This is an optimization exercise on Yosys and OpenROAD, whose aim is small area, a short achievable clock period and few clock cycles per item, not a production implementation.
At most, simulation tests tie the RTL to the original design; equivalence was not proved.
Only the layout flow was run in run 1; the RTL was not checked for function there.

===== flow/design.v =====
module calc_core (
	input             clk,
	input             rst,
	input             start,
	input      [9:0]  op,
	input      [19:0] a,
	input      [19:0] b,
	output            busy,
	output reg        done,
	output reg [19:0] result,
	output            neg,
	output     [47:0] hex
	);
	localparam OP_ADD  = 10'b0000000001;
	localparam OP_SUB  = 10'b0000000010;
	localparam OP_MUL  = 10'b0000000100;
	localparam OP_DIV  = 10'b0000001000;
	localparam OP_LOG  = 10'b1000000001;
	localparam OP_POW  = 10'b1000000010;
	localparam OP_FACT = 10'b1000000100;
	localparam OP_D2R  = 10'b1000001000;
	localparam N = 4;  
	reg        busy_r;
	reg        mode_pow;    
	reg        divz;        
	reg        acc1;        
	reg [19:0] ra;          
	reg [19:0] rb;          
	reg [2:0]  cnt;         
	assign busy = busy_r;
	assign neg  = result[19];
	wire accept = start & ~busy_r;
	wire        pmul   = rb[0] & ~acc1;            
	wire [19:0] mx = busy_r ? (pmul ? result : ra) : a;
	wire [19:0] my = busy_r ? ra : (op[1] ? a : b);
	wire [19:0] pp [0:19];
	genvar gi;
	generate
		for (gi = 0; gi < 20; gi = gi + 1) begin : g_pp
			assign pp[gi] = {20{mx[gi]}} & my;
		end
	endgenerate
	wire ms1 = pp[0][19] ^ pp[1][18];
	wire mc1 = pp[0][19] & pp[1][18];
	wire ms2 = pp[0][13] ^ pp[1][12];
	wire mc2 = pp[0][13] & pp[1][12];
	wire ms3 = pp[0][14] ^ pp[1][13] ^ pp[2][12];
	wire mc3 = (pp[0][14] & pp[1][13]) | (pp[2][12] & (pp[0][14] ^ pp[1][13]));
	wire ms4 = pp[3][11] ^ pp[4][10];
	wire mc4 = pp[3][11] & pp[4][10];
	wire ms5 = pp[0][15] ^ pp[1][14] ^ pp[2][13];
	wire mc5 = (pp[0][15] & pp[1][14]) | (pp[2][13] & (pp[0][15] ^ pp[1][14]));
	wire ms6 = pp[3][12] ^ pp[4][11] ^ pp[5][10];
	wire mc6 = (pp[3][12] & pp[4][11]) | (pp[5][10] & (pp[3][12] ^ pp[4][11]));
	wire ms7 = pp[6][9] ^ pp[7][8];
	wire mc7 = pp[6][9] & pp[7][8];
	wire ms8 = pp[0][16] ^ pp[1][15] ^ pp[2][14];
	wire mc8 = (pp[0][16] & pp[1][15]) | (pp[2][14] & (pp[0][16] ^ pp[1][15]));
	wire ms9 = pp[3][13] ^ pp[4][12] ^ pp[5][11];
	wire mc9 = (pp[3][13] & pp[4][12]) | (pp[5][11] & (pp[3][13] ^ pp[4][12]));
	wire ms10 = pp[6][10] ^ pp[7][9] ^ pp[8][8];
	wire mc10 = (pp[6][10] & pp[7][9]) | (pp[8][8] & (pp[6][10] ^ pp[7][9]));
	wire ms11 = pp[9][7] ^ pp[10][6];
	wire mc11 = pp[9][7] & pp[10][6];
	wire ms12 = pp[0][17] ^ pp[1][16] ^ pp[2][15];
	wire mc12 = (pp[0][17] & pp[1][16]) | (pp[2][15] & (pp[0][17] ^ pp[1][16]));
	wire ms13 = pp[3][14] ^ pp[4][13] ^ pp[5][12];
	wire mc13 = (pp[3][14] & pp[4][13]) | (pp[5][12] & (pp[3][14] ^ pp[4][13]));
	wire ms14 = pp[6][11] ^ pp[7][10] ^ pp[8][9];
	wire mc14 = (pp[6][11] & pp[7][10]) | (pp[8][9] & (pp[6][11] ^ pp[7][10]));
	wire ms15 = pp[9][8] ^ pp[10][7] ^ pp[11][6];
	wire mc15 = (pp[9][8] & pp[10][7]) | (pp[11][6] & (pp[9][8] ^ pp[10][7]));
	wire ms16 = pp[12][5] ^ pp[13][4];
	wire mc16 = pp[12][5] & pp[13][4];
	wire ms17 = pp[0][18] ^ pp[1][17] ^ pp[2][16];
	wire mc17 = (pp[0][18] & pp[1][17]) | (pp[2][16] & (pp[0][18] ^ pp[1][17]));
	wire ms18 = pp[3][15] ^ pp[4][14] ^ pp[5][13];
	wire mc18 = (pp[3][15] & pp[4][14]) | (pp[5][13] & (pp[3][15] ^ pp[4][14]));
	wire ms19 = pp[6][12] ^ pp[7][11] ^ pp[8][10];
	wire mc19 = (pp[6][12] & pp[7][11]) | (pp[8][10] & (pp[6][12] ^ pp[7][11]));
	wire ms20 = pp[9][9] ^ pp[10][8] ^ pp[11][7];
	wire mc20 = (pp[9][9] & pp[10][8]) | (pp[11][7] & (pp[9][9] ^ pp[10][8]));
	wire ms21 = pp[12][6] ^ pp[13][5] ^ pp[14][4];
	wire mc21 = (pp[12][6] & pp[13][5]) | (pp[14][4] & (pp[12][6] ^ pp[13][5]));
	wire ms22 = pp[15][3] ^ pp[16][2];
	wire mc22 = pp[15][3] & pp[16][2];
	wire ms23 = ms1 ^ pp[2][17] ^ pp[3][16];
	wire mc23 = (ms1 & pp[2][17]) | (pp[3][16] & (ms1 ^ pp[2][17]));
	wire ms24 = pp[4][15] ^ pp[5][14] ^ pp[6][13];
	wire mc24 = (pp[4][15] & pp[5][14]) | (pp[6][13] & (pp[4][15] ^ pp[5][14]));
	wire ms25 = pp[7][12] ^ pp[8][11] ^ pp[9][10];
	wire mc25 = (pp[7][12] & pp[8][11]) | (pp[9][10] & (pp[7][12] ^ pp[8][11]));
	wire ms26 = pp[10][9] ^ pp[11][8] ^ pp[12][7];
	wire mc26 = (pp[10][9] & pp[11][8]) | (pp[12][7] & (pp[10][9] ^ pp[11][8]));
	wire ms27 = pp[13][6] ^ pp[14][5] ^ pp[15][4];
	wire mc27 = (pp[13][6] & pp[14][5]) | (pp[15][4] & (pp[13][6] ^ pp[14][5]));
	wire ms28 = pp[16][3] ^ pp[17][2] ^ pp[18][1];
	wire mc28 = (pp[16][3] & pp[17][2]) | (pp[18][1] & (pp[16][3] ^ pp[17][2]));
	wire ms29 = pp[0][9] ^ pp[1][8];
	wire mc29 = pp[0][9] & pp[1][8];
	wire ms30 = pp[0][10] ^ pp[1][9] ^ pp[2][8];
	wire mc30 = (pp[0][10] & pp[1][9]) | (pp[2][8] & (pp[0][10] ^ pp[1][9]));
	wire ms31 = pp[3][7] ^ pp[4][6];
	wire mc31 = pp[3][7] & pp[4][6];
	wire ms32 = pp[0][11] ^ pp[1][10] ^ pp[2][9];
	wire mc32 = (pp[0][11] & pp[1][10]) | (pp[2][9] & (pp[0][11] ^ pp[1][10]));
	wire ms33 = pp[3][8] ^ pp[4][7] ^ pp[5][6];
	wire mc33 = (pp[3][8] & pp[4][7]) | (pp[5][6] & (pp[3][8] ^ pp[4][7]));
	wire ms34 = pp[6][5] ^ pp[7][4];
	wire mc34 = pp[6][5] & pp[7][4];
	wire ms35 = pp[0][12] ^ pp[1][11] ^ pp[2][10];
	wire mc35 = (pp[0][12] & pp[1][11]) | (pp[2][10] & (pp[0][12] ^ pp[1][11]));
	wire ms36 = pp[3][9] ^ pp[4][8] ^ pp[5][7];
	wire mc36 = (pp[3][9] & pp[4][8]) | (pp[5][7] & (pp[3][9] ^ pp[4][8]));
	wire ms37 = pp[6][6] ^ pp[7][5] ^ pp[8][4];
	wire mc37 = (pp[6][6] & pp[7][5]) | (pp[8][4] & (pp[6][6] ^ pp[7][5]));
	wire ms38 = pp[9][3] ^ pp[10][2];
	wire mc38 = pp[9][3] & pp[10][2];
	wire ms39 = ms2 ^ pp[2][11] ^ pp[3][10];
	wire mc39 = (ms2 & pp[2][11]) | (pp[3][10] & (ms2 ^ pp[2][11]));
	wire ms40 = pp[4][9] ^ pp[5][8] ^ pp[6][7];
	wire mc40 = (pp[4][9] & pp[5][8]) | (pp[6][7] & (pp[4][9] ^ pp[5][8]));
	wire ms41 = pp[7][6] ^ pp[8][5] ^ pp[9][4];
	wire mc41 = (pp[7][6] & pp[8][5]) | (pp[9][4] & (pp[7][6] ^ pp[8][5]));
	wire ms42 = pp[10][3] ^ pp[11][2] ^ pp[12][1];
	wire mc42 = (pp[10][3] & pp[11][2]) | (pp[12][1] & (pp[10][3] ^ pp[11][2]));
	wire ms43 = ms3 ^ ms4 ^ pp[5][9];
	wire mc43 = (ms3 & ms4) | (pp[5][9] & (ms3 ^ ms4));
	wire ms44 = pp[6][8] ^ pp[7][7] ^ pp[8][6];
	wire mc44 = (pp[6][8] & pp[7][7]) | (pp[8][6] & (pp[6][8] ^ pp[7][7]));
	wire ms45 = pp[9][5] ^ pp[10][4] ^ pp[11][3];
	wire mc45 = (pp[9][5] & pp[10][4]) | (pp[11][3] & (pp[9][5] ^ pp[10][4]));
	wire ms46 = pp[12][2] ^ pp[13][1] ^ pp[14][0];
	wire mc46 = (pp[12][2] & pp[13][1]) | (pp[14][0] & (pp[12][2] ^ pp[13][1]));
	wire ms47 = ms5 ^ ms6 ^ ms7;
	wire mc47 = (ms5 & ms6) | (ms7 & (ms5 ^ ms6));
	wire ms48 = pp[8][7] ^ pp[9][6] ^ pp[10][5];
	wire mc48 = (pp[8][7] & pp[9][6]) | (pp[10][5] & (pp[8][7] ^ pp[9][6]));
	wire ms49 = pp[11][4] ^ pp[12][3] ^ pp[13][2];
	wire mc49 = (pp[11][4] & pp[12][3]) | (pp[13][2] & (pp[11][4] ^ pp[12][3]));
	wire ms50 = pp[14][1] ^ pp[15][0] ^ mc3;
	wire mc50 = (pp[14][1] & pp[15][0]) | (mc3 & (pp[14][1] ^ pp[15][0]));
	wire ms51 = ms8 ^ ms9 ^ ms10;
	wire mc51 = (ms8 & ms9) | (ms10 & (ms8 ^ ms9));
	wire ms52 = ms11 ^ pp[11][5] ^ pp[12][4];
	wire mc52 = (ms11 & pp[11][5]) | (pp[12][4] & (ms11 ^ pp[11][5]));
	wire ms53 = pp[13][3] ^ pp[14][2] ^ pp[15][1];
	wire mc53 = (pp[13][3] & pp[14][2]) | (pp[15][1] & (pp[13][3] ^ pp[14][2]));
	wire ms54 = pp[16][0] ^ mc5 ^ mc6;
	wire mc54 = (pp[16][0] & mc5) | (mc6 & (pp[16][0] ^ mc5));
	wire ms55 = ms12 ^ ms13 ^ ms14;
	wire mc55 = (ms12 & ms13) | (ms14 & (ms12 ^ ms13));
	wire ms56 = ms15 ^ ms16 ^ pp[14][3];
	wire mc56 = (ms15 & ms16) | (pp[14][3] & (ms15 ^ ms16));
	wire ms57 = pp[15][2] ^ pp[16][1] ^ pp[17][0];
	wire mc57 = (pp[15][2] & pp[16][1]) | (pp[17][0] & (pp[15][2] ^ pp[16][1]));
	wire ms58 = mc8 ^ mc9 ^ mc10;
	wire mc58 = (mc8 & mc9) | (mc10 & (mc8 ^ mc9));
	wire ms59 = ms17 ^ ms18 ^ ms19;
	wire mc59 = (ms17 & ms18) | (ms19 & (ms17 ^ ms18));
	wire ms60 = ms20 ^ ms21 ^ ms22;
	wire mc60 = (ms20 & ms21) | (ms22 & (ms20 ^ ms21));
	wire ms61 = pp[17][1] ^ pp[18][0] ^ mc12;
	wire mc61 = (pp[17][1] & pp[18][0]) | (mc12 & (pp[17][1] ^ pp[18][0]));
	wire ms62 = mc13 ^ mc14 ^ mc15;
	wire mc62 = (mc13 & mc14) | (mc15 & (mc13 ^ mc14));
	wire ms63 = ms23 ^ ms24 ^ ms25;
	wire mc63 = (ms23 & ms24) | (ms25 & (ms23 ^ ms24));
	wire ms64 = ms26 ^ ms27 ^ ms28;
	wire mc64 = (ms26 & ms27) | (ms28 & (ms26 ^ ms27));
	wire ms65 = pp[19][0] ^ mc17 ^ mc18;
	wire mc65 = (pp[19][0] & mc17) | (mc18 & (pp[19][0] ^ mc17));
	wire ms66 = mc19 ^ mc20 ^ mc21;
	wire mc66 = (mc19 & mc20) | (mc21 & (mc19 ^ mc20));
	wire ms67 = pp[0][6] ^ pp[1][5];
	wire mc67 = pp[0][6] & pp[1][5];
	wire ms68 = pp[0][7] ^ pp[1][6] ^ pp[2][5];
	wire mc68 = (pp[0][7] & pp[1][6]) | (pp[2][5] & (pp[0][7] ^ pp[1][6]));
	wire ms69 = pp[3][4] ^ pp[4][3];
	wire mc69 = pp[3][4] & pp[4][3];
	wire ms70 = pp[0][8] ^ pp[1][7] ^ pp[2][6];
	wire mc70 = (pp[0][8] & pp[1][7]) | (pp[2][6] & (pp[0][8] ^ pp[1][7]));
	wire ms71 = pp[3][5] ^ pp[4][4] ^ pp[5][3];
	wire mc71 = (pp[3][5] & pp[4][4]) | (pp[5][3] & (pp[3][5] ^ pp[4][4]));
	wire ms72 = pp[6][2] ^ pp[7][1];
	wire mc72 = pp[6][2] & pp[7][1];
	wire ms73 = ms29 ^ pp[2][7] ^ pp[3][6];
	wire mc73 = (ms29 & pp[2][7]) | (pp[3][6] & (ms29 ^ pp[2][7]));
	wire ms74 = pp[4][5] ^ pp[5][4] ^ pp[6][3];
	wire mc74 = (pp[4][5] & pp[5][4]) | (pp[6][3] & (pp[4][5] ^ pp[5][4]));
	wire ms75 = pp[7][2] ^ pp[8][1] ^ pp[9][0];
	wire mc75 = (pp[7][2] & pp[8][1]) | (pp[9][0] & (pp[7][2] ^ pp[8][1]));
	wire ms76 = ms30 ^ ms31 ^ pp[5][5];
	wire mc76 = (ms30 & ms31) | (pp[5][5] & (ms30 ^ ms31));
	wire ms77 = pp[6][4] ^ pp[7][3] ^ pp[8][2];
	wire mc77 = (pp[6][4] & pp[7][3]) | (pp[8][2] & (pp[6][4] ^ pp[7][3]));
	wire ms78 = pp[9][1] ^ pp[10][0] ^ mc29;
	wire mc78 = (pp[9][1] & pp[10][0]) | (mc29 & (pp[9][1] ^ pp[10][0]));
	wire ms79 = ms32 ^ ms33 ^ ms34;
	wire mc79 = (ms32 & ms33) | (ms34 & (ms32 ^ ms33));
	wire ms80 = pp[8][3] ^ pp[9][2] ^ pp[10][1];
	wire mc80 = (pp[8][3] & pp[9][2]) | (pp[10][1] & (pp[8][3] ^ pp[9][2]));
	wire ms81 = pp[11][0] ^ mc30 ^ mc31;
	wire mc81 = (pp[11][0] & mc30) | (mc31 & (pp[11][0] ^ mc30));
	wire ms82 = ms35 ^ ms36 ^ ms37;
	wire mc82 = (ms35 & ms36) | (ms37 & (ms35 ^ ms36));
	wire ms83 = ms38 ^ pp[11][1] ^ pp[12][0];
	wire mc83 = (ms38 & pp[11][1]) | (pp[12][0] & (ms38 ^ pp[11][1]));
	wire ms84 = mc32 ^ mc33 ^ mc34;
	wire mc84 = (mc32 & mc33) | (mc34 & (mc32 ^ mc33));
	wire ms85 = ms39 ^ ms40 ^ ms41;
	wire mc85 = (ms39 & ms40) | (ms41 & (ms39 ^ ms40));
	wire ms86 = ms42 ^ pp[13][0] ^ mc35;
	wire mc86 = (ms42 & pp[13][0]) | (mc35 & (ms42 ^ pp[13][0]));
	wire ms87 = mc36 ^ mc37 ^ mc38;
	wire mc87 = (mc36 & mc37) | (mc38 & (mc36 ^ mc37));
	wire ms88 = ms43 ^ ms44 ^ ms45;
	wire mc88 = (ms43 & ms44) | (ms45 & (ms43 ^ ms44));
	wire ms89 = ms46 ^ mc2 ^ mc39;
	wire mc89 = (ms46 & mc2) | (mc39 & (ms46 ^ mc2));
	wire ms90 = mc40 ^ mc41 ^ mc42;
	wire mc90 = (mc40 & mc41) | (mc42 & (mc40 ^ mc41));
	wire ms91 = ms47 ^ ms48 ^ ms49;
	wire mc91 = (ms47 & ms48) | (ms49 & (ms47 ^ ms48));
	wire ms92 = ms50 ^ mc4 ^ mc43;
	wire mc92 = (ms50 & mc4) | (mc43 & (ms50 ^ mc4));
	wire ms93 = mc44 ^ mc45 ^ mc46;
	wire mc93 = (mc44 & mc45) | (mc46 & (mc44 ^ mc45));
	wire ms94 = ms51 ^ ms52 ^ ms53;
	wire mc94 = (ms51 & ms52) | (ms53 & (ms51 ^ ms52));
	wire ms95 = ms54 ^ mc7 ^ mc47;
	wire mc95 = (ms54 & mc7) | (mc47 & (ms54 ^ mc7));
	wire ms96 = mc48 ^ mc49 ^ mc50;
	wire mc96 = (mc48 & mc49) | (mc50 & (mc48 ^ mc49));
	wire ms97 = ms55 ^ ms56 ^ ms57;
	wire mc97 = (ms55 & ms56) | (ms57 & (ms55 ^ ms56));
	wire ms98 = ms58 ^ mc11 ^ mc51;
	wire mc98 = (ms58 & mc11) | (mc51 & (ms58 ^ mc11));
	wire ms99 = mc52 ^ mc53 ^ mc54;
	wire mc99 = (mc52 & mc53) | (mc54 & (mc52 ^ mc53));
	wire ms100 = ms59 ^ ms60 ^ ms61;
	wire mc100 = (ms59 & ms60) | (ms61 & (ms59 ^ ms60));
	wire ms101 = ms62 ^ mc16 ^ mc55;
	wire mc101 = (ms62 & mc16) | (mc55 & (ms62 ^ mc16));
	wire ms102 = mc56 ^ mc57 ^ mc58;
	wire mc102 = (mc56 & mc57) | (mc58 & (mc56 ^ mc57));
	wire ms103 = ms63 ^ ms64 ^ ms65;
	wire mc103 = (ms63 & ms64) | (ms65 & (ms63 ^ ms64));
	wire ms104 = ms66 ^ mc22 ^ mc59;
	wire mc104 = (ms66 & mc22) | (mc59 & (ms66 ^ mc22));
	wire ms105 = mc60 ^ mc61 ^ mc62;
	wire mc105 = (mc60 & mc61) | (mc62 & (mc60 ^ mc61));
	wire ms106 = pp[0][4] ^ pp[1][3];
	wire mc106 = pp[0][4] & pp[1][3];
	wire ms107 = pp[0][5] ^ pp[1][4] ^ pp[2][3];
	wire mc107 = (pp[0][5] & pp[1][4]) | (pp[2][3] & (pp[0][5] ^ pp[1][4]));
	wire ms108 = pp[3][2] ^ pp[4][1];
	wire mc108 = pp[3][2] & pp[4][1];
	wire ms109 = ms67 ^ pp[2][4] ^ pp[3][3];
	wire mc109 = (ms67 & pp[2][4]) | (pp[3][3] & (ms67 ^ pp[2][4]));
	wire ms110 = pp[4][2] ^ pp[5][1] ^ pp[6][0];
	wire mc110 = (pp[4][2] & pp[5][1]) | (pp[6][0] & (pp[4][2] ^ pp[5][1]));
	wire ms111 = ms68 ^ ms69 ^ pp[5][2];
	wire mc111 = (ms68 & ms69) | (pp[5][2] & (ms68 ^ ms69));
	wire ms112 = pp[6][1] ^ pp[7][0] ^ mc67;
	wire mc112 = (pp[6][1] & pp[7][0]) | (mc67 & (pp[6][1] ^ pp[7][0]));
	wire ms113 = ms70 ^ ms71 ^ ms72;
	wire mc113 = (ms70 & ms71) | (ms72 & (ms70 ^ ms71));
	wire ms114 = pp[8][0] ^ mc68 ^ mc69;
	wire mc114 = (pp[8][0] & mc68) | (mc69 & (pp[8][0] ^ mc68));
	wire ms115 = ms73 ^ ms74 ^ ms75;
	wire mc115 = (ms73 & ms74) | (ms75 & (ms73 ^ ms74));
	wire ms116 = mc70 ^ mc71 ^ mc72;
	wire mc116 = (mc70 & mc71) | (mc72 & (mc70 ^ mc71));
	wire ms117 = ms76 ^ ms77 ^ ms78;
	wire mc117 = (ms76 & ms77) | (ms78 & (ms76 ^ ms77));
	wire ms118 = mc73 ^ mc74 ^ mc75;
	wire mc118 = (mc73 & mc74) | (mc75 & (mc73 ^ mc74));
	wire ms119 = ms79 ^ ms80 ^ ms81;
	wire mc119 = (ms79 & ms80) | (ms81 & (ms79 ^ ms80));
	wire ms120 = mc76 ^ mc77 ^ mc78;
	wire mc120 = (mc76 & mc77) | (mc78 & (mc76 ^ mc77));
	wire ms121 = ms82 ^ ms83 ^ ms84;
	wire mc121 = (ms82 & ms83) | (ms84 & (ms82 ^ ms83));
	wire ms122 = mc79 ^ mc80 ^ mc81;
	wire mc122 = (mc79 & mc80) | (mc81 & (mc79 ^ mc80));
	wire ms123 = ms85 ^ ms86 ^ ms87;
	wire mc123 = (ms85 & ms86) | (ms87 & (ms85 ^ ms86));
	wire ms124 = mc82 ^ mc83 ^ mc84;
	wire mc124 = (mc82 & mc83) | (mc84 & (mc82 ^ mc83));
	wire ms125 = ms88 ^ ms89 ^ ms90;
	wire mc125 = (ms88 & ms89) | (ms90 & (ms88 ^ ms89));
	wire ms126 = mc85 ^ mc86 ^ mc87;
	wire mc126 = (mc85 & mc86) | (mc87 & (mc85 ^ mc86));
	wire ms127 = ms91 ^ ms92 ^ ms93;
	wire mc127 = (ms91 & ms92) | (ms93 & (ms91 ^ ms92));
	wire ms128 = mc88 ^ mc89 ^ mc90;
	wire mc128 = (mc88 & mc89) | (mc90 & (mc88 ^ mc89));
	wire ms129 = ms94 ^ ms95 ^ ms96;
	wire mc129 = (ms94 & ms95) | (ms96 & (ms94 ^ ms95));
	wire ms130 = mc91 ^ mc92 ^ mc93;
	wire mc130 = (mc91 & mc92) | (mc93 & (mc91 ^ mc92));
	wire ms131 = ms97 ^ ms98 ^ ms99;
	wire mc131 = (ms97 & ms98) | (ms99 & (ms97 ^ ms98));
	wire ms132 = mc94 ^ mc95 ^ mc96;
	wire mc132 = (mc94 & mc95) | (mc96 & (mc94 ^ mc95));
	wire ms133 = ms100 ^ ms101 ^ ms102;
	wire mc133 = (ms100 & ms101) | (ms102 & (ms100 ^ ms101));
	wire ms134 = mc97 ^ mc98 ^ mc99;
	wire mc134 = (mc97 & mc98) | (mc99 & (mc97 ^ mc98));
	wire ms135 = ms103 ^ ms104 ^ ms105;
	wire mc135 = (ms103 & ms104) | (ms105 & (ms103 ^ ms104));
	wire ms136 = mc100 ^ mc101 ^ mc102;
	wire mc136 = (mc100 & mc101) | (mc102 & (mc100 ^ mc101));
	wire ms137 = pp[0][3] ^ pp[1][2];
	wire mc137 = pp[0][3] & pp[1][2];
	wire ms138 = ms106 ^ pp[2][2] ^ pp[3][1];
	wire mc138 = (ms106 & pp[2][2]) | (pp[3][1] & (ms106 ^ pp[2][2]));
	wire ms139 = ms107 ^ ms108 ^ pp[5][0];
	wire mc139 = (ms107 & ms108) | (pp[5][0] & (ms107 ^ ms108));
	wire ms140 = ms109 ^ ms110 ^ mc107;
	wire mc140 = (ms109 & ms110) | (mc107 & (ms109 ^ ms110));
	wire ms141 = ms111 ^ ms112 ^ mc109;
	wire mc141 = (ms111 & ms112) | (mc109 & (ms111 ^ ms112));
	wire ms142 = ms113 ^ ms114 ^ mc111;
	wire mc142 = (ms113 & ms114) | (mc111 & (ms113 ^ ms114));
	wire ms143 = ms115 ^ ms116 ^ mc113;
	wire mc143 = (ms115 & ms116) | (mc113 & (ms115 ^ ms116));
	wire ms144 = ms117 ^ ms118 ^ mc115;
	wire mc144 = (ms117 & ms118) | (mc115 & (ms117 ^ ms118));
	wire ms145 = ms119 ^ ms120 ^ mc117;
	wire mc145 = (ms119 & ms120) | (mc117 & (ms119 ^ ms120));
	wire ms146 = ms121 ^ ms122 ^ mc119;
	wire mc146 = (ms121 & ms122) | (mc119 & (ms121 ^ ms122));
	wire ms147 = ms123 ^ ms124 ^ mc121;
	wire mc147 = (ms123 & ms124) | (mc121 & (ms123 ^ ms124));
	wire ms148 = ms125 ^ ms126 ^ mc123;
	wire mc148 = (ms125 & ms126) | (mc123 & (ms125 ^ ms126));
	wire ms149 = ms127 ^ ms128 ^ mc125;
	wire mc149 = (ms127 & ms128) | (mc125 & (ms127 ^ ms128));
	wire ms150 = ms129 ^ ms130 ^ mc127;
	wire mc150 = (ms129 & ms130) | (mc127 & (ms129 ^ ms130));
	wire ms151 = ms131 ^ ms132 ^ mc129;
	wire mc151 = (ms131 & ms132) | (mc129 & (ms131 ^ ms132));
	wire ms152 = ms133 ^ ms134 ^ mc131;
	wire mc152 = (ms133 & ms134) | (mc131 & (ms133 ^ ms134));
	wire ms153 = ms135 ^ ms136 ^ mc133;
	wire mc153 = (ms135 & ms136) | (mc133 & (ms135 ^ ms136));
	wire ms154 = pp[0][2] ^ pp[1][1];
	wire mc154 = pp[0][2] & pp[1][1];
	wire ms155 = ms137 ^ pp[2][1] ^ pp[3][0];
	wire mc155 = (ms137 & pp[2][1]) | (pp[3][0] & (ms137 ^ pp[2][1]));
	wire ms156 = ms138 ^ pp[4][0] ^ mc137;
	wire mc156 = (ms138 & pp[4][0]) | (mc137 & (ms138 ^ pp[4][0]));
	wire ms157 = ms139 ^ mc106 ^ mc138;
	wire mc157 = (ms139 & mc106) | (mc138 & (ms139 ^ mc106));
	wire ms158 = ms140 ^ mc108 ^ mc139;
	wire mc158 = (ms140 & mc108) | (mc139 & (ms140 ^ mc108));
	wire ms159 = ms141 ^ mc110 ^ mc140;
	wire mc159 = (ms141 & mc110) | (mc140 & (ms141 ^ mc110));
	wire ms160 = ms142 ^ mc112 ^ mc141;
	wire mc160 = (ms142 & mc112) | (mc141 & (ms142 ^ mc112));
	wire ms161 = ms143 ^ mc114 ^ mc142;
	wire mc161 = (ms143 & mc114) | (mc142 & (ms143 ^ mc114));
	wire ms162 = ms144 ^ mc116 ^ mc143;
	wire mc162 = (ms144 & mc116) | (mc143 & (ms144 ^ mc116));
	wire ms163 = ms145 ^ mc118 ^ mc144;
	wire mc163 = (ms145 & mc118) | (mc144 & (ms145 ^ mc118));
	wire ms164 = ms146 ^ mc120 ^ mc145;
	wire mc164 = (ms146 & mc120) | (mc145 & (ms146 ^ mc120));
	wire ms165 = ms147 ^ mc122 ^ mc146;
	wire mc165 = (ms147 & mc122) | (mc146 & (ms147 ^ mc122));
	wire ms166 = ms148 ^ mc124 ^ mc147;
	wire mc166 = (ms148 & mc124) | (mc147 & (ms148 ^ mc124));
	wire ms167 = ms149 ^ mc126 ^ mc148;
	wire mc167 = (ms149 & mc126) | (mc148 & (ms149 ^ mc126));
	wire ms168 = ms150 ^ mc128 ^ mc149;
	wire mc168 = (ms150 & mc128) | (mc149 & (ms150 ^ mc128));
	wire ms169 = ms151 ^ mc130 ^ mc150;
	wire mc169 = (ms151 & mc130) | (mc150 & (ms151 ^ mc130));
	wire ms170 = ms152 ^ mc132 ^ mc151;
	wire mc170 = (ms152 & mc132) | (mc151 & (ms152 ^ mc132));
	wire ms171 = ms153 ^ mc134 ^ mc152;
	wire mc171 = (ms153 & mc134) | (mc152 & (ms153 ^ mc134));
	wire [19:0] mt0 = {ms171, ms170, ms169, ms168, ms167, ms166, ms165, ms164, ms163, ms162, ms161, ms160, ms159, ms158, ms157, ms156, ms155, ms154, pp[0][1], pp[0][0]};
	wire [19:0] mt1 = {mc170, mc169, mc168, mc167, mc166, mc165, mc164, mc163, mc162, mc161, mc160, mc159, mc158, mc157, mc156, mc155, mc154, pp[2][0], pp[1][0], 1'b0};
	wire        use_tree = busy_r | op[2] | op[9];
	wire [19:0] sum_x = use_tree ? mt0 : a;
	wire [19:0] sum_y = use_tree ? mt1 : (b ^ {20{op[1]}});
	wire [19:0] prod  = sum_x + sum_y + {19'd0, op[1] & ~use_tree};
	wire [19:0] addsub = prod;
	function [19:0] fact_lut;
		input [4:0] x;
		begin
			case (x)
			5'd0: fact_lut = 20'd1;
			5'd1: fact_lut = 20'd1;
			5'd2: fact_lut = 20'd2;
			5'd3: fact_lut = 20'd6;
			5'd4: fact_lut = 20'd24;
			5'd5: fact_lut = 20'd120;
			5'd6: fact_lut = 20'd720;
			5'd7: fact_lut = 20'd5040;
			5'd8: fact_lut = 20'd40320;
			5'd9: fact_lut = 20'd362880;
			5'd10: fact_lut = 20'd483072;
			5'd11: fact_lut = 20'd70912;
			5'd12: fact_lut = 20'd850944;
			5'd13: fact_lut = 20'd576512;
			5'd14: fact_lut = 20'd731136;
			5'd15: fact_lut = 20'd481280;
			5'd16: fact_lut = 20'd360448;
			5'd17: fact_lut = 20'd884736;
			5'd18: fact_lut = 20'd196608;
			5'd19: fact_lut = 20'd589824;
			5'd20: fact_lut = 20'd262144;
			5'd21: fact_lut = 20'd262144;
			5'd22: fact_lut = 20'd524288;
			5'd23: fact_lut = 20'd524288;
			default: fact_lut = 20'd0;
			endcase
		end
	endfunction
	wire [19:0] fact_r = (a < 20'd24) ? fact_lut(a[4:0]) : 20'd0;
	wire [19:0] d2r_r  = a / 20'd60;
	reg [19:0] dq, dr;
	reg [20:0] dt;
	reg [21:0] dd;
	integer s;
	always @* begin
		dr = ra;
		dq = result;
		for (s = 0; s < N; s = s + 1) begin
			dt = {dr, dq[19]};
			dq = {dq[18:0], 1'b0};
			dd = {1'b0, dt} - {2'b0, rb};
			if (!dd[21]) begin
				dr = dd[19:0];
				dq[0] = 1'b1;
			end else
				dr = dt[19:0];
		end
	end
	reg [4:0] la, lb;
	integer m;
	always @* begin
		la = 5'd0;
		lb = 5'd0;
		for (m = 0; m < 20; m = m + 1) begin
			if (a[m]) la = m + 1;
			if (b[m]) lb = m + 1;
		end
	end
	wire [4:0] ldiff = la - lb;
	wire       qzero = (la < lb);
	wire [19:0] log_r = {15'd0, (la[4:1] == 4'd0) ? 5'd0 : la - 5'd1};
	reg [2:0]  j0;
	always @* begin
		if (ldiff >= 5'd16) j0 = 3'd4;
		else j0 = {1'b0, ldiff[3:2]};
	end
	wire pzero = (a == 20'd0) ||
		(a[0]   == 1'b0  && b >= 20'd20) ||
		(a[1:0] == 2'd0  && b >= 20'd10) ||
		(a[2:0] == 3'd0  && b >= 20'd7)  ||
		(a[3:0] == 4'd0  && b >= 20'd5)  ||
		(a[4:0] == 5'd0  && b >= 20'd4)  ||
		(a[6:0] == 7'd0  && b >= 20'd3)  ||
		(a[9:0] == 10'd0 && b >= 20'd2);
	wire take_prod = busy_r ?
		(mode_pow & ((rb[0] & ~acc1) | (~rb[0] & acc1 & (rb[19:1] == 19'd1)))) :
		(start & ((op == OP_MUL) | ((op == OP_POW) & (b == 20'd2) & ~pzero)));
	always @(posedge clk) begin
		done <= 1'b0;
		if (rst) begin
			busy_r <= 1'b0;
		end else if (!busy_r) begin
			if (start) begin
				divz <= 1'b0;
				case (op)
				OP_ADD:  begin result <= addsub; done <= 1'b1; end
				OP_SUB:  begin result <= addsub; done <= 1'b1; end
				OP_MUL:  done <= 1'b1;
				OP_LOG:  begin result <= log_r; done <= 1'b1; end
				OP_FACT: begin result <= fact_r; done <= 1'b1; end
				OP_D2R:  begin result <= d2r_r; done <= 1'b1; end
				OP_DIV: begin
					rb <= b;
					mode_pow <= 1'b0;
					if (b == 20'd0) begin
						result <= 20'd0; divz <= 1'b1; done <= 1'b1;
					end else if (qzero) begin
						result <= 20'd0; done <= 1'b1;
					end else begin
						busy_r <= 1'b1;
						cnt <= j0;
						case (j0)
						3'd0: begin ra <= {4'd0,  a[19:4]};  result <= {a[3:0],  16'd0}; end
						3'd1: begin ra <= {8'd0,  a[19:8]};  result <= {a[7:0],  12'd0}; end
						3'd2: begin ra <= {12'd0, a[19:12]}; result <= {a[11:0], 8'd0};  end
						3'd3: begin ra <= {16'd0, a[19:16]}; result <= {a[15:0], 4'd0};  end
						default: begin ra <= 20'd0; result <= a; end
						endcase
					end
				end
				OP_POW: begin
					mode_pow <= 1'b1;
					if (b == 20'd0) begin
						result <= a; done <= 1'b1;
					end else if (pzero) begin
						result <= 20'd0; done <= 1'b1;
					end else if (b == 20'd2) begin
						done <= 1'b1;
					end else begin
						result <= b[0] ? a : 20'd1;
						acc1 <= ~b[0];
						ra <= prod;
						rb <= {1'b0, b[19:1]};
						if (b[19:1] == 19'd0) done <= 1'b1;
						else busy_r <= 1'b1;
					end
				end
				default: begin result <= 20'd63; done <= 1'b1; end
				endcase
			end
		end else if (!mode_pow) begin
			ra <= dr;
			result <= dq;
			cnt <= cnt - 3'd1;
			if (cnt == 3'd0) begin
				busy_r <= 1'b0; done <= 1'b1;
			end
		end else begin
			if (rb[0]) begin
				if (acc1) begin
					result <= ra;
					acc1 <= 1'b0;
					ra <= prod;
					rb <= {1'b0, rb[19:1]};
				end else begin
					rb[0] <= 1'b0;
				end
				if (rb[19:1] == 19'd0) begin
					busy_r <= 1'b0; done <= 1'b1;
				end
			end else begin
				ra <= prod;
				rb <= {1'b0, rb[19:1]};
				if (acc1 && rb[19:1] == 19'd1) begin
					busy_r <= 1'b0; done <= 1'b1;
				end
			end
		end
		if (!rst && take_prod) result <= prod;
	end
	function [7:0] seg;
		input [3:0] d;
		begin
			case (d)
			4'd0: seg = 8'b11000000;
			4'd1: seg = 8'b11111001;
			4'd2: seg = 8'b10100100;
			4'd3: seg = 8'b10110000;
			4'd4: seg = 8'b10011001;
			4'd5: seg = 8'b10010010;
			4'd6: seg = 8'b10000010;
			4'd7: seg = 8'b11111000;
			4'd8: seg = 8'b10000000;
			4'd9: seg = 8'b10010000;
			default: seg = 8'b11111111;
			endcase
		end
	endfunction
	wire [19:0] mag = result ^ {20{result[19]}};
	function [3:0] add3;
		input [3:0] d;
		begin
			add3[3] = d[3] | (d[2] & d[0]) | (d[2] & d[1]);
			add3[2] = (d[3] & d[0]) | (d[2] & ~d[1] & ~d[0]);
			add3[1] = (d[3] & ~d[0]) | (~d[2] & d[1]) | (d[1] & d[0]);
			add3[0] = (d[3] & ~d[0]) | (~d[3] & ~d[2] & d[0]) | (d[2] & d[1] & ~d[0]);
		end
	endfunction
	reg [23:0] bcd;
	integer i;
	always @* begin
		bcd = 24'd0;
		for (i = 19; i >= 0; i = i - 1) begin
			bcd[3:0]   = add3(bcd[3:0]);
			bcd[7:4]   = add3(bcd[7:4]);
			bcd[11:8]  = add3(bcd[11:8]);
			bcd[15:12] = add3(bcd[15:12]);
			bcd[19:16] = add3(bcd[19:16]);
			bcd[23:20] = add3(bcd[23:20]);
			bcd = {bcd[22:0], mag[i]};
		end
	end
	reg [23:0] dig;
	reg        cy;
	integer    g;
	always @* begin
		cy = result[19];
		for (g = 0; g < 6; g = g + 1) begin
			dig[4*g +: 4] = !cy ? bcd[4*g +: 4] :
				(bcd[4*g +: 4] == 4'd9) ? 4'd0 : bcd[4*g +: 4] + 4'd1;
			cy = cy & (bcd[4*g +: 4] == 4'd9);
		end
	end
	assign hex = divz ? 48'hFB8EAB_FFFFFF :
		{seg(dig[23:20]), seg(dig[19:16]), seg(dig[15:12]),
		 seg(dig[11:8]), seg(dig[7:4]), seg(dig[3:0])};
endmodule

===== flow/run.sh =====
#!/bin/bash
# synth_recipe.tcl (not shown) runs the flow's synth.tcl, then flattens the netlist and writes it again
# the make line also repeats each setting of config.mk as NAME=value (left out here)
make -C /OpenROAD-flow-scripts/flow DESIGN_CONFIG=/design/flow/config.mk WORK_HOME=/design/flow/orfs CLKGATE_MAP_FILE= SYNTH_SCRIPT=/design/flow/synth_recipe.tcl finish

===== flow/config.mk =====
export PLATFORM = sky130hd
export DESIGN_NAME = calc_core
export DESIGN_NICKNAME = calc_core
export VERILOG_FILES = /design/flow/design.v
export SDC_FILE = /design/flow/constraint.sdc
export NUM_CORES = 4
export LEC_CHECK = 0
export ABC_AREA = 1
export CAP_MARGIN = 50
export CORE_MARGIN = 2
export CORE_UTILIZATION = 40
export SLEW_MARGIN = 70

===== flow/constraint.sdc =====
create_clock -name core_clock -period 55.0 [get_ports {clk}]
set_input_delay 11.0000 -clock core_clock [delete_from_list [all_inputs] [get_ports {clk}]]
set_output_delay 11.0000 -clock core_clock [all_outputs]
set_load 0.01 [all_outputs]

==> notes.md, run 1 <==
HPWL reported at the end of detailed placement 70.25 mm; vias in the first global route 24350; Slew Viols, Final 0; CTS tree yes; hold violation count in the final report 0; cell type contributing the most total cell area after synthesis sky130_fd_sc_hd__nand2_1; start of the worst register-to-register path result[19]; number of distinct library cells after synthesis 70; Clock Skews 0.01664 ns; vias after detailed routing 25980; effective utilization at floorplan 0.4040; Total Die Area 60210 um2; post-synthesis instance total 3827; delay contributed by the slowest stage of the critical path 0.53 ns; worst path setup slack after routing 35.59 ns; maximum clock path buffer count 2; number of enable flip-flop cells after synthesis 66; iteration count of the initial detailed-routing pass 6; clock latency at the later pin of the worst-skew pair 0.35 ns; remaining antenna violation count 0; placed inst area 25610 um2; arrival time at the worst endpoint 8.41 ns; share of layout cells above drive strength 1 0.07736; Synth top area share 0.1754; Port-buffer cells 117; Crit path top cell by count sky130_fd_sc_hd__nand2_1; library cell with the highest instance count after synthesis sky130_fd_sc_hd__nand2_1; shortest period the worst path allows 19.41 ns; Synthesis Warnings 1; antenna fix cells 0; total of flip-flops plus latches after synthesis 68; Nets 4263; area inside the core boundary 57700 um2; Via density 5.565; post-CTS setup buffers 0; die height 245.4 um; critical path start-end classification flip-flop to output pin; library cell used as clock root buffer sky130_fd_sc_hd__clkbuf_16; largest cells by area after synthesis sky130_fd_sc_hd__nand2_1, sky130_fd_sc_hd__fa_1, sky130_fd_sc_hd__inv_1; cell type of the slowest stage on the worst timing path sky130_fd_sc_hd__clkdlybuf4s50_1; clock slew at reported path FFs 0.07 ns; portion of the clock cycle consumed by the worst path in the final layout 0.3530; hold slack 0.6764 ns; share of async-settable or async-resettable flops after synthesis 0; global-route wire length before repair 136.6 mm; flip-flop cell with the highest count after synthesis sky130_fd_sc_hd__edfxtp_1; achievable frequency 51.51 MHz; most common library cells after synthesis sky130_fd_sc_hd__nand2_1, sky130_fd_sc_hd__inv_1, sky130_fd_sc_hd__nor2_1; largest net degree at the start of global routing 54; outcome finished clean; summed negative setup slack over all endpoints 0 ns; global route total overflow 0; Worst Path Max Fanout 28; startpoint class of the critical path flip-flop; number of endpoints failing setup at the final stage 0; overall routed net length 87.32 mm; unrepaired setup endpoints after global routing false; timing startpoint of the critical path result[19]; average cell area after synthesis 6.090 um2; count of instances resized after the clock tree is built 0; placer congestion estimate 1.062; startpoint of the most critical hold path cnt[0]; initial antenna violation count 1; number of buffers inserted for hold repair after clock tree synthesis 0; clock buffers created by TritonCTS 9; remaining routing DRC violations 0; endpoint required time on the critical path 44.00 ns; sink count of the clock tree 68; Slew HR 0.6533; Mapped Area 23310 um2; transition time of the tightest slew-check pin 0.5169 ns; H-tree Lvls 3; Crit. End Element output pin; share of the yosys chip area belonging to registers 0.08676; number of max-capacitance violations reported 0; P&R area growth vs syn 11.56%; final standard cell area without fillers 26000 um2; pre-CTS WS 35.99 ns; global-route usage over all layers 0.2883; Std-Cell Rows 88; die width 245.4 um; type of the tightest min-delay check flip-flop to flip-flop; DRC marker count from the first detailed-route iteration 2619; WL per Instance 18.70 um; number of top-level pins 124
worst paths after layout:
kind         slack [ns]  depth (start not counted)      end
max reg2reg       39.35                         87    ra[5]
max               35.59                         62  hex[35]
min                0.68                          3   cnt[0]
min reg2reg        0.68                          3   cnt[0]
cell usage in the layout, fill, tap and decap left out, types with 25 or more instances in the layout:
cell	netlist	final
sky130_fd_sc_hd__o21ai_0	215	186
sky130_fd_sc_hd__ha_1	169	169
sky130_fd_sc_hd__o21bai_1	29	27
sky130_fd_sc_hd__xor2_1	88	77
sky130_fd_sc_hd__inv_1	606	593
sky130_fd_sc_hd__nand2_1	1089	1083
sky130_fd_sc_hd__a21oi_1	193	188
sky130_fd_sc_hd__nand3_1	271	270
sky130_fd_sc_hd__buf_4	11	41
sky130_fd_sc_hd__nand2_2	24	28
sky130_fd_sc_hd__buf_2	8	34
sky130_fd_sc_hd__o22ai_1	29	29
sky130_fd_sc_hd__edfxtp_1	66	66
sky130_fd_sc_hd__a221oi_1	38	35
sky130_fd_sc_hd__inv_2	28	35
sky130_fd_sc_hd__nor2_1	306	298
sky130_fd_sc_hd__o21ai_1	31	55
sky130_fd_sc_hd__clkdlybuf4s50_1	0	91
sky130_fd_sc_hd__xnor2_1	61	58
sky130_fd_sc_hd__o221ai_1	44	42
sky130_fd_sc_hd__fa_1	142	142
sky130_fd_sc_hd__nand4_1	25	25
flip-flops by register name (all words and copies together) (netlist names):
signal,flops
cnt,3
ra,20
acc1,1
result,20
busy_r,1
done,1
divz,1
mode_pow,1
rb,20
per-stage QoR:
stage | util | cells
6_report | 0.4507 | 4669
3_3_place_gp | 0.4376 | 4634
4_1_cts | 0.4492 | 4667
5_1_grt | 0.4507 | 4669
3_5_place_dp | 0.4439 | 4651
2_1_floorplan | - | 3832
area by class of cell:
cell class,count,area [um2]
clock buffers,9,225.2
clock inverters,7,81.33
fillers,6246,31690
inverters,653,2484
multi-input cells,2991,18730
flip-flops and latches,68,2022
well taps,765,957.2
repair buffers,176,1506
worst max-delay path, delay by kind of cell, from the launching register on:
family / cells / cell delay, ns
AOI/OAI and AO/OA: 9 / 1.50
xor gates and xnor gates: 1 / 0.22
adders and majority gates: 2 / 0.47
buffers and inverters: 15 / 1.94
and+or+nand+nor: 35 / 3.57
DFF: 1 / 0.34
routing by layer:
metal | up-vias | share of wire | global-route usage
li1 | 12570 | - | -
met1 | 11790 | 0.41 | 0.3697
met2 | 1292 | 0.42 | 0.4550
met3 | 324 | 0.10 | 0.06046
met4 | 2 | 0.068 | 0.1510
met5 | - | 0.00064 | 0
cells by family (layout without fill, tap and decap cells):
| kind of cell | after synthesis | in the layout | share of synthesized area |
|---|---|---|---|
| fa+ha+maj | 311 | 311 | 0.2127 |
| mux | 1 | 1 | 0.0004831 |
| compound gates | 710 | 710 | 0.1876 |
| other cells | 1 | 6 | 0.0001609 |
| xor+xnor | 153 | 153 | 0.05879 |
| buf+inv | 773 | 845 | 0.1277 |
| simple gates | 1810 | 1810 | 0.3259 |
| flops | 68 | 68 | 0.08676 |
==> run 2: changes to the inputs <==
--- a/flow/design.v
+++ b/flow/design.v
@@ -573,3 +573,10 @@
 	endfunction
-	wire [19:0] mag = result ^ {20{result[19]}};
+	reg [19:0] low_or;
+	integer q;
+	always @* begin
+		low_or[0] = 1'b0;
+		for (q = 1; q < 20; q = q + 1)
+			low_or[q] = low_or[q-1] | result[q-1];
+	end
+	wire [19:0] mag = result ^ ({20{result[19]}} & low_or);
 	function [3:0] add3;
@@ -597,16 +604,5 @@
 	end
-	reg [23:0] dig;
-	reg        cy;
-	integer    g;
-	always @* begin
-		cy = result[19];
-		for (g = 0; g < 6; g = g + 1) begin
-			dig[4*g +: 4] = !cy ? bcd[4*g +: 4] :
-				(bcd[4*g +: 4] == 4'd9) ? 4'd0 : bcd[4*g +: 4] + 4'd1;
-			cy = cy & (bcd[4*g +: 4] == 4'd9);
-		end
-	end
 	assign hex = divz ? 48'hFB8EAB_FFFFFF :
-		{seg(dig[23:20]), seg(dig[19:16]), seg(dig[15:12]),
-		 seg(dig[11:8]), seg(dig[7:4]), seg(dig[3:0])};
+		{seg(bcd[23:20]), seg(bcd[19:16]), seg(bcd[15:12]),
+		 seg(bcd[11:8]), seg(bcd[7:4]), seg(bcd[3:0])};
 endmodule
--- a/flow/config.mk
+++ b/flow/config.mk
@@ -10,3 +10,3 @@
 export CORE_MARGIN = 2
-export CORE_UTILIZATION = 40
+export CORE_UTILIZATION = 55
 export SLEW_MARGIN = 70
==> run 2 against run 1 <==
Compared with the run above: still clean on timing, DRC and antenna; register-to-register slack worse by 0.34 ns; count of clock-buffer cells in the layout stayed put; cell count is 4.5% lower; worst setup slack better by 0.12 ns; flip-flop and latch count stayed put; routed wire length is 2.2% higher; first-iteration DRC count is 19% higher; fmax is 0.63% higher; critical endpoint unchanged; largest cell class unchanged.
==> notes.md, run 2 <==
sink count of the clock tree 68 (unchanged); cell type of the slowest stage on the worst timing path sky130_fd_sc_hd__edfxtp_1; post-synthesis instance total 3825 (-0.052%); largest net degree at the start of global routing 52 (-3.7%); Total Die Area 44510 um2 (-26%); initial antenna violation count 2 (+1); share of the yosys chip area belonging to registers 0.08581 (-0.0009444); total of flip-flops plus latches after synthesis 68 (unchanged); Synthesis Warnings 1 (unchanged); maximum clock path buffer count 2 (unchanged); arrival time at the worst endpoint 8.29 ns (-0.12 ns); remaining routing DRC violations 0 (unchanged); hold violation count in the final report 0 (unchanged); endpoint required time on the critical path 44.00 ns (about the same); Crit path top cell by count sky130_fd_sc_hd__nand2_1; most frequent cells in the layout sky130_fd_sc_hd__nand2_1, sky130_fd_sc_hd__inv_1, sky130_fd_sc_hd__nor2_1; number of distinct library cells after synthesis 72 (+2.9%); # placed instances 4435 (-4.6%); iteration count of the initial detailed-routing pass 9 (+3); WL per Instance 20.02 um (+7.1%); largest registers in the final layout ra (20), rb (20), result (20); Slew Viols, Final 0 (unchanged); Std-Cell Rows 75 (-15%); number of max-capacitance violations reported 0 (unchanged); library cell used as clock root buffer sky130_fd_sc_hd__clkbuf_16; placer congestion estimate 1.109 (+4.4%); vias after detailed routing 26940 (+3.7%); clock latency at the later pin of the worst-skew pair 0.35 ns (about the same); die width 211.0 um (-14%); flip-flop cell with the highest count after synthesis sky130_fd_sc_hd__edfxtp_1; library cell with the highest instance count after synthesis sky130_fd_sc_hd__nand2_1; critical path start-end classification flip-flop to output pin; CTS tree yes; Worst Path Max Fanout 8 (-71%); number of enable flip-flop cells after synthesis 66 (unchanged); shortest period the worst path allows 19.29 ns (-0.1208 ns); vias in the first global route 25250 (+3.7%); H-tree Lvls 3 (unchanged); clock buffers created by TritonCTS 9 (unchanged); most common library cells after synthesis sky130_fd_sc_hd__nand2_1, sky130_fd_sc_hd__inv_1, sky130_fd_sc_hd__nor2_1; footprint of the flip-flops and latches 2022 um2 (unchanged); most common library cell in the layout ignoring fill and taps sky130_fd_sc_hd__nand2_1; Mapped Area 23560 um2 (+1.1%); cell type contributing the most total cell area after synthesis sky130_fd_sc_hd__nand2_1; FF-to-FF setup slack 39.01 ns (-0.34 ns); Via density 6.044 (+8.6%); number of buffers inserted for hold repair after clock tree synthesis 0 (unchanged); HPWL reported at the end of detailed placement 71.41 mm (+1.7%); Synth top area share 0.1760 (+0.0006396); effective utilization at floorplan 0.5592 (+0.1553); largest cells by area after synthesis sky130_fd_sc_hd__nand2_1, sky130_fd_sc_hd__fa_1, sky130_fd_sc_hd__inv_1; number of top-level pins 124 (unchanged); transition time of the tightest slew-check pin 0.5183 ns (+0.001401 ns); post-route non-filler standard cell count 4457 (-4.5%); overall routed net length 89.24 mm (+2.2%); Clock Skews 0.01377 ns (-0.002871 ns); unrepaired setup endpoints after global routing false; count of instances resized after the clock tree is built 0 (unchanged); area inside the core boundary 42130 um2 (-27%); fill cell total of the finished layout 4063 (-35%); global route total overflow 0 (unchanged); share of layout cells above drive strength 1 0.1093 (+0.03194); global-route usage over all layers 0.3957 (+0.1074); achievable frequency 51.84 MHz (+0.63%); summed negative setup slack over all endpoints 0 ns (unchanged); clock slew at reported path FFs 0.07 ns (about the same); total area of multi-input combinational cells 18920 um2 (+1.0%); Port-buffer cells 117 (unchanged); outcome finished clean; delay contributed by the slowest stage of the critical path 0.56 ns (+0.03 ns); share of async-settable or async-resettable flops after synthesis 0 (unchanged); type of the tightest min-delay check flip-flop to flip-flop; P&R area growth vs syn 10.11%; number of endpoints failing setup at the final stage 0 (unchanged); global-route wire length before repair 137.7 mm (+0.84%); post-CTS setup buffers 0 (unchanged); Slew HR 0.6545 (+0.001138); average cell area after synthesis 6.160 um2 (+1.2%); DRC marker count from the first detailed-route iteration 3118 (+19%); remaining antenna violation count 0 (unchanged); Nets 4267 (+0.094%); portion of the clock cycle consumed by the worst path in the final layout 0.3508 (-0.002196); startpoint class of the critical path flip-flop; die height 211.0 um (-14%); Crit. End Element output pin
==> run 2: cells by family after synthesis <==
logic type                 count (synthesis)  share of synthesized area
adders and majority gates                303                     0.2061
AOI/OAI and AO/OA                        696                     0.1807
xor gates and xnor gates                 138                    0.05161
and+or+nand+nor                         1872                     0.3466
DFF                                       68                    0.08581
other                                      1                  0.0001592
buffers and inverters                    746                     0.1285
muxes                                      1                  0.0004248
==> run 2: stage by stage <==
stage	hold WS (ns)	setup WS, ns	util	cell area [um2]
6_report	0.6791	35.71	0.6158	25940
4_1_cts	0.6763	35.75	0.6132	25840
2_1_floorplan	0.6297	37.78	-	23580
3_5_place_dp	0.6672	36.15	0.6065	25560
5_1_grt	0.7152	34.69	0.6157	25940
3_3_place_gp	0.6578	36.25	0.5994	25250
==> run 2: critical path, delay by kind of cell (launching register included) <==
family                   cells  cell delay, ns
AO/OA/AOI/OAI                1            0.20
adder cells (fa/ha/maj)      1            0.29
buffers and inverters       10            1.29
flip-flops                   1            0.56
AND/OR/NAND/NOR             50            5.60
==> run 2: final timing paths <==
check | to | start | depth (start not counted)
max | hex[35] | result[0] | 62
min | cnt[0] | cnt[0] | 3
max reg2reg | ra[6] | ra[1] | 94
min reg2reg | cnt[0] | cnt[0] | 3
==> run 2: layout make-up <==
| cell class | count | share of cell area |
|---|---|---|
| repair buffers | 192 | 0.06481 |
| inverters | 624 | 0.09090 |
| multi-input cells | 3016 | 0.7293 |
| clock buffers | 9 | 0.008681 |
| flip-flops and latches | 68 | 0.07793 |
| diodes | 2 | 0.0001929 |
| clock inverters | 7 | 0.002218 |
| well taps | 539 | 0.02599 |
==> run 2: metal layers <==
metal  track usage  part of all wire  vias to the layer above
li1              -                 -                    12590
met5             0                 0                        -
met2        0.6197              0.43                     1496
met1        0.4985              0.39                    12450
met4        0.2414             0.074                        0
met3       0.08638              0.11                      412
Testbench counts of run 2, summed over its fixed seeds: cycles 2,871, items 1,920.
==> run 3: changes to the inputs <==
--- a/flow/config.mk
+++ b/flow/config.mk
@@ -10,3 +10,3 @@
 export CORE_MARGIN = 2
-export CORE_UTILIZATION = 55
+export CORE_UTILIZATION = 40
 export SLEW_MARGIN = 70
==> run 3 against run 2 <==
Compared with the run above: first-iteration DRC count down 13%; sequential share of layout area down 0.080 points; via count down 3.8%; global-route usage down 11 points; core utilization down 16 points; critical path type unchanged.
==> notes.md, run 3 <==
Synthesis Warnings 1 (unchanged); end-of-flow core utilization 0.4526 (-0.1631); effective utilization at floorplan 0.4068 (-0.1524); clock slew at reported path FFs 0.06 ns (about the same); vias after detailed routing 25910 (-3.8%); global-route wire length before repair 136.0 mm (-1.3%); global route total overflow 0 (unchanged); number of max-capacitance violations reported 0 (unchanged); type of the tightest min-delay check flip-flop to flip-flop; fill cell total of the finished layout 6204 (+53%); met1 global-route usage 0.3738 (-0.1248); WL per Instance 18.66 um (-6.8%); remaining routing DRC violations 0 (unchanged); overall routed net length 87.27 mm (-2.2%); Synth top area share 0.1760 (unchanged); Nets 4262 (-0.12%); average cell area after synthesis 6.160 um2 (unchanged); area inside the core boundary 57920 um2 (+37%); number of buffers inserted for hold repair after clock tree synthesis 0 (unchanged); hold slack 0.6817 ns (+0.002676 ns); share of layout cells above drive strength 1 0.1094 (+0.0001397); library cell with the highest instance count after synthesis sky130_fd_sc_hd__nand2_1; summed negative setup slack over all endpoints 0 ns (unchanged); hold violation count in the final report 0 (unchanged); DRC marker count from the first detailed-route iteration 2725 (-13%); Mapped Area 23560 um2 (unchanged); share of async-settable or async-resettable flops after synthesis 0 (unchanged); met3 global-route usage 0.04374 (-0.04264); die height 246.7 um (+17%); clock latency at the later pin of the worst-skew pair 0.34 ns (about the same); most common library cells after synthesis sky130_fd_sc_hd__nand2_1, sky130_fd_sc_hd__inv_1, sky130_fd_sc_hd__nor2_1; total of flip-flops plus latches after synthesis 68 (unchanged); Clock Skews 0.01084 ns (-0.002929 ns); endpoint required time on the critical path 44.00 ns (about the same); arrival time at the worst endpoint 8.20 ns (-0.09 ns); Std-Cell Rows 88 (+17%); flip-flop cell with the highest count after synthesis sky130_fd_sc_hd__edfxtp_1; sink count of the clock tree 68 (unchanged); startpoint class of the critical path flip-flop; achievable frequency 52.08 MHz (+0.47%); CTS tree yes; H-tree Lvls 3 (unchanged); transition time of the tightest slew-check pin 0.5347 ns (+0.01636 ns); post-synthesis instance total 3825 (unchanged); number of distinct library cells after synthesis 72 (unchanged); remaining antenna violation count 0 (unchanged); Port-buffer cells 117 (unchanged); cell type of the slowest stage on the worst timing path sky130_fd_sc_hd__clkdlybuf4s50_1; share of the yosys chip area belonging to registers 0.08581 (unchanged); Via density 5.540 (-8.3%); initial antenna violation count 1 (-1); global-route usage over all layers 0.2855 (-0.1102); critical path start-end classification flip-flop to output pin; post-CTS setup buffers 0 (unchanged); Slew Viols, Final 0 (unchanged); vias in the first global route 24460 (-3.2%); delay contributed by the slowest stage of the critical path 0.54 ns (-0.02 ns); unrepaired setup endpoints after global routing false; iteration count of the initial detailed-routing pass 6 (-3); count of instances resized after the clock tree is built 0 (unchanged); met2 track demand over resource in global routing 0.4540 (-0.1657); portion of the clock cycle consumed by the worst path in the final layout 0.3491 (-0.001651); antenna fix cells 0 (-2); cell type contributing the most total cell area after synthesis sky130_fd_sc_hd__nand2_1; P&R area growth vs syn 11.25%; most frequent cells in the layout sky130_fd_sc_hd__nand2_1, sky130_fd_sc_hd__inv_1, sky130_fd_sc_hd__nor2_1; die width 246.7 um (+17%); number of top-level pins 124 (unchanged); Slew HR 0.6435 (-0.01091); number of enable flip-flop cells after synthesis 66 (unchanged); busiest grt layer met2; largest cells by area after synthesis sky130_fd_sc_hd__nand2_1, sky130_fd_sc_hd__fa_1, sky130_fd_sc_hd__inv_1; HPWL reported at the end of detailed placement 70.23 mm (-1.7%); clock buffers created by TritonCTS 9 (unchanged); Worst Path Max Fanout 7 (-1); Crit path top cell by count sky130_fd_sc_hd__nand2_1; number of endpoints failing setup at the final stage 0 (unchanged); placer congestion estimate 1.040 (-6.2%); most common library cell in the layout ignoring fill and taps sky130_fd_sc_hd__nand2_1; maximum clock path buffer count 2 (unchanged); Crit. End Element output pin; Total Die Area 60860 um2 (+37%); largest net degree at the start of global routing 64 (+23%); shortest period the worst path allows 19.20 ns (-0.09080 ns); outcome finished clean; largest registers in the final layout ra (20), rb (20), result (20); library cell used as clock root buffer sky130_fd_sc_hd__clkbuf_16
==> run 3: changes by cell type in the layout (fill, tap and decap cells not counted), moves of 3 or more <==
cell                              before  now
sky130_fd_sc_hd__buf_4                60   55
sky130_fd_sc_hd__nor3_2                4    7
sky130_fd_sc_hd__xor2_1               75   71
sky130_fd_sc_hd__o21ai_0             187  190
sky130_fd_sc_hd__xor2_4                4    0
sky130_fd_sc_hd__clkdlybuf4s50_1     103   99
sky130_fd_sc_hd__nor3_1               18   15
sky130_fd_sc_hd__xor2_2               13   21
==> run 3: logic make-up (layout without fill, tap and decap cells) <==
family          after synthesis  in the layout  share of synthesized area
simple gates               1872           1872                     0.3466
buf+inv                     746            827                     0.1285
compound gates              696            696                     0.1807
fa+ha+maj                   303            303                     0.2061
xor+xnor                    138            138                    0.05161
flops                        68             68                    0.08581
other cells                   1              6                  0.0001592
mux                           1              1                  0.0004248
==> run 3: cell type report <==
type / count / area (um2) / area share
repair buffers: 187 / 1625 / 0.06200
clock inverters: 7 / 98.84 / 0.003771
multi-input cells: 3016 / 18930 / 0.7221
inverters: 624 / 2357 / 0.08992
clock buffers: 9 / 225.2 / 0.008591
flip-flops and latches: 68 / 2022 / 0.07713
well taps: 765 / 957.2 / 0.03651
==> run 3: critical path: cells and delay by family (launching register included) <==
| kind | cells | cell delay (ns) |
|---|---|---|
| buf+inv | 9 | 1.34 |
| simple gates | 48 | 5.31 |
| compound gates | 3 | 0.48 |
| fa+ha+maj | 1 | 0.30 |
| flops | 1 | 0.44 |
==> run 3: path summary, 6_finish.rpt <==
kind	startpoint	cells after the start	endpoint	slack, ns
worst max-delay path	result[0]	61	hex[35]	35.80
worst min-delay path	cnt[0]	3	cnt[0]	0.68
worst max register to register	ra[1]	93	ra[6]	39.53
worst min register to register	cnt[0]	3	cnt[0]	0.68
==> run 3: metrics by stage <==
| step | instance area (um2) | cells | worst slack, ns |
|---|---|---|---|
| 2_1_floorplan | 23580 | 3830 | 37.78 |
| 3_3_place_gp | 25480 | 4645 | 36.20 |
| 3_5_place_dp | 25790 | 4656 | 36.15 |
| 4_1_cts | 26120 | 4672 | 35.77 |
| 5_1_grt | 26210 | 4676 | 34.70 |
| 6_report | 26210 | 4676 | 35.80 |
==> run 3: routing by layer <==
layer	routed length, um	up-vias
li1	-	12570
met1	36190	11800
met2	37320	1236
met3	7924	297
met4	5836	0
met5	0	-
==> run 4: changes to the inputs <==
==> flow/flow/run.sh (new file) <==
#!/bin/bash
# The standard layout, with a stronger buffer on every input and output port
# than buffer_ports picks by default.
set -euo pipefail
bash standard.sh "BUFFER_PORTS_ARGS=-buffer_cell sky130_fd_sc_hd__buf_4" finish > standard_make.log 2>&1
==> flow/standard.sh (new file) <==
#!/bin/bash
# synth_recipe.tcl (not shown) runs the flow's synth.tcl, then flattens the netlist and writes it again
# the make line also repeats each setting of config.mk as NAME=value (left out here)
make -C /OpenROAD-flow-scripts/flow DESIGN_CONFIG=/design/flow/config.mk WORK_HOME=/design/flow/orfs CLKGATE_MAP_FILE= SYNTH_SCRIPT=/design/flow/synth_recipe.tcl "${@:-finish}"
removed: flow/run.sh
==> run 4 against run 3 <==
Compared with the run above: still clean on timing, DRC and antenna; cell area fell by 1.3%; count of clock-buffer cells in the layout unchanged; hold slack got worse by 0.0096 ns; largest cell class unchanged.
==> notes.md, run 4 <==
outcome finished clean; placed inst area 25490 um2 (-1.2%); unrepaired setup endpoints after global routing false; die height 246.7 um (unchanged); hold-critical path depth 3 (unchanged); Slew HR 0.6626 (+0.01903); clock slew at reported path FFs 0.06 ns (about the same); largest cells by area after synthesis sky130_fd_sc_hd__nand2_1, sky130_fd_sc_hd__fa_1, sky130_fd_sc_hd__inv_1; # placed instances 4648 (-0.17%); global-route usage over all layers 0.2890 (+0.003474); startpoint of the most critical hold path cnt[0]; initial antenna violation count 0 (-1); largest registers in the final layout ra (20), rb (20), result (20); average cell area after synthesis 6.160 um2 (unchanged); Std-Cell Rows 88 (unchanged); sum of buffers and inverters on the critical path 8 (-1); share of layout cells above drive strength 1 0.1318 (+0.02236); total of flip-flops plus latches after synthesis 68 (unchanged); number of endpoints failing setup at the final stage 0 (unchanged); Crit path top cell by count sky130_fd_sc_hd__nand2_1; Synth top area share 0.1760 (unchanged); post-CTS setup buffers 0 (unchanged); clock buffers created by TritonCTS 9 (unchanged); hold slack 0.6721 ns (-0.009637 ns); area inside the core boundary 57920 um2 (unchanged); critical path start-end classification flip-flop to output pin; startpoint class of the critical path flip-flop; CTS tree yes; largest net degree at the start of global routing 53 (-17%); sink count of the clock tree 68 (unchanged); post-synthesis instance total 3825 (unchanged); vias in the first global route 24150 (-1.3%); share of async-settable or async-resettable flops after synthesis 0 (unchanged); iteration count of the initial detailed-routing pass 6 (unchanged); final standard cell area without fillers 25880 um2 (-1.3%); achievable frequency 53.21 MHz (+2.2%); placer congestion estimate 1.045 (+0.49%); total area of multi-input combinational cells 18920 um2 (about the same); Total Die Area 60860 um2 (unchanged); post-route non-filler standard cell count 4665 (-0.24%); number of distinct library cells after synthesis 72 (unchanged); Port-buffer cells 117 (unchanged); summed negative setup slack over all endpoints 0 ns (unchanged); Clock Skews 0.01043 ns (-0.0004188 ns); Slew Viols, Final 0 (unchanged); r2r endpoint ra[6]; clock latency at the later pin of the worst-skew pair 0.35 ns (about the same); maximum clock path buffer count 2 (unchanged); number of max-capacitance violations reported 0 (unchanged); Via density 5.575 (+0.63%); number of top-level pins 124 (unchanged); WL per Instance 19.05 um (+2.1%); antenna fix cells 0 (unchanged); vias after detailed routing 26010 (+0.39%); HPWL reported at the end of detailed placement 71.51 mm (+1.8%); DRC marker count from the first detailed-route iteration 2357 (-14%); H-tree Lvls 3 (unchanged); Synthesis Warnings 1 (unchanged); most frequent cells in the layout sky130_fd_sc_hd__nand2_1, sky130_fd_sc_hd__inv_1, sky130_fd_sc_hd__nor2_1; portion of the clock cycle consumed by the worst path in the final layout 0.3417 (-0.007375); P&R area growth vs syn 9.840%; library cell with the highest instance count after synthesis sky130_fd_sc_hd__nand2_1; global route total overflow 0 (unchanged); cell type contributing the most total cell area after synthesis sky130_fd_sc_hd__nand2_1; fill cell total of the finished layout 6313 (+1.8%); delay contributed by the slowest stage of the critical path 0.53 ns (about the same)
[run 4: cell count changes in the layout (fill, tap and decap cells not counted), sizes merged]
cell           change
bufinv             -1
clkdlybuf4s25      -1
clkinvlp           +1
clkinv             -3
clkbuf             -1
dlymetal6s2s       +1
inv                +3
clkdlybuf4s50     -99
buf               +89
[run 4: worst max path at each step]
stage                     endpoint  slack (ns)  cells past startpoint
after floorplan            hex[35]       37.78                     62
after global placement     hex[35]       36.65                     59
after detailed placement   hex[35]       36.61                     61
after CTS                  hex[35]       36.22                     61
after global routing       hex[35]       35.18                     64
final                      hex[35]       36.20                     60
[run 4: metrics by stage]
stage | setup slack (ns) | utilization
after CTS | 36.22 | 0.4453
after global placement | 36.65 | 0.4336
after detailed placement | 36.61 | 0.4401
after global routing | 35.18 | 0.4469
after floorplan | 37.78 | -
final | 36.20 | 0.4469
[run 4: final cells by class]
class / instances / share of cell area
inverters: 624 / 0.09118
clock buffers: 9 / 0.008702
well taps: 765 / 0.03698
multi-input cells: 3016 / 0.7312
clock inverters: 7 / 0.003094
flip-flops and latches: 68 / 0.07812
repair buffers: 176 / 0.05071
[run 4: logic make-up after synthesis]
group | Yosys count | synth area share
AND/OR/NAND/NOR | 1872 | 0.3466
flip-flops | 68 | 0.08581
AO/OA/AOI/OAI | 696 | 0.1807
adder cells (fa/ha/maj) | 303 | 0.2061
buffers and inverters | 746 | 0.1285
XOR/XNOR | 138 | 0.05161
multiplexers | 1 | 0.0004248
other | 1 | 0.0001592
[run 4: worst min-delay path, stage by stage (launching register included)]
cell                       delay [ns]
sky130_fd_sc_hd__edfxtp_1        0.32
sky130_fd_sc_hd__inv_1           0.06
sky130_fd_sc_hd__nand2_1         0.05
sky130_fd_sc_hd__o21ai_0         0.06
[run 4: per-layer routing]
layer	up-vias	track usage	part of all wire
met5	-	0	0
met4	0	0.1524	0.064
met3	291	0.04667	0.093
met2	1278	0.4599	0.43
met1	11880	0.3756	0.41
li1	12560	-	-

## port drivers added, routing unchanged
In the flow no input, the clock included, has a driving cell. The finished layouts below were timed again as built, in two steps.
Step 1 assumes that a clkbuf_16 drives the clock port and a buf_2 every other input.
Step 2, shift: input delay + t, output delay - t, t = (earliest + latest rising clock arrival at the registers) / 2. This alone moves slack from input paths to output paths.
Three values: no drivers, after step 1, after step 2; two values: the first two.
| run | t, ns | setup slack, ns | worst setup path after step 2 | slew at the worst register clock pin (ns) | worst slew at a driven data input, ns |
|---|---|---|---|---|---|
| run 1 | 0.387 | 35.588 / 35.544 / 35.931 | register to output | 0.07 / 0.07 | 0.03 |
| run 2 | 0.388 | 35.709 / 35.665 / 36.053 | register to output | 0.07 / 0.07 | 0.05 |
| run 3 | 0.383 | 35.799 / 35.753 / 36.136 | register to output | 0.07 / 0.07 | 0.04 |
| run 4 | 0.394 | 36.205 / 36.160 / 36.554 | register to output | 0.07 / 0.07 | 0.04 |
After both steps setup and hold are still met in every run listed.
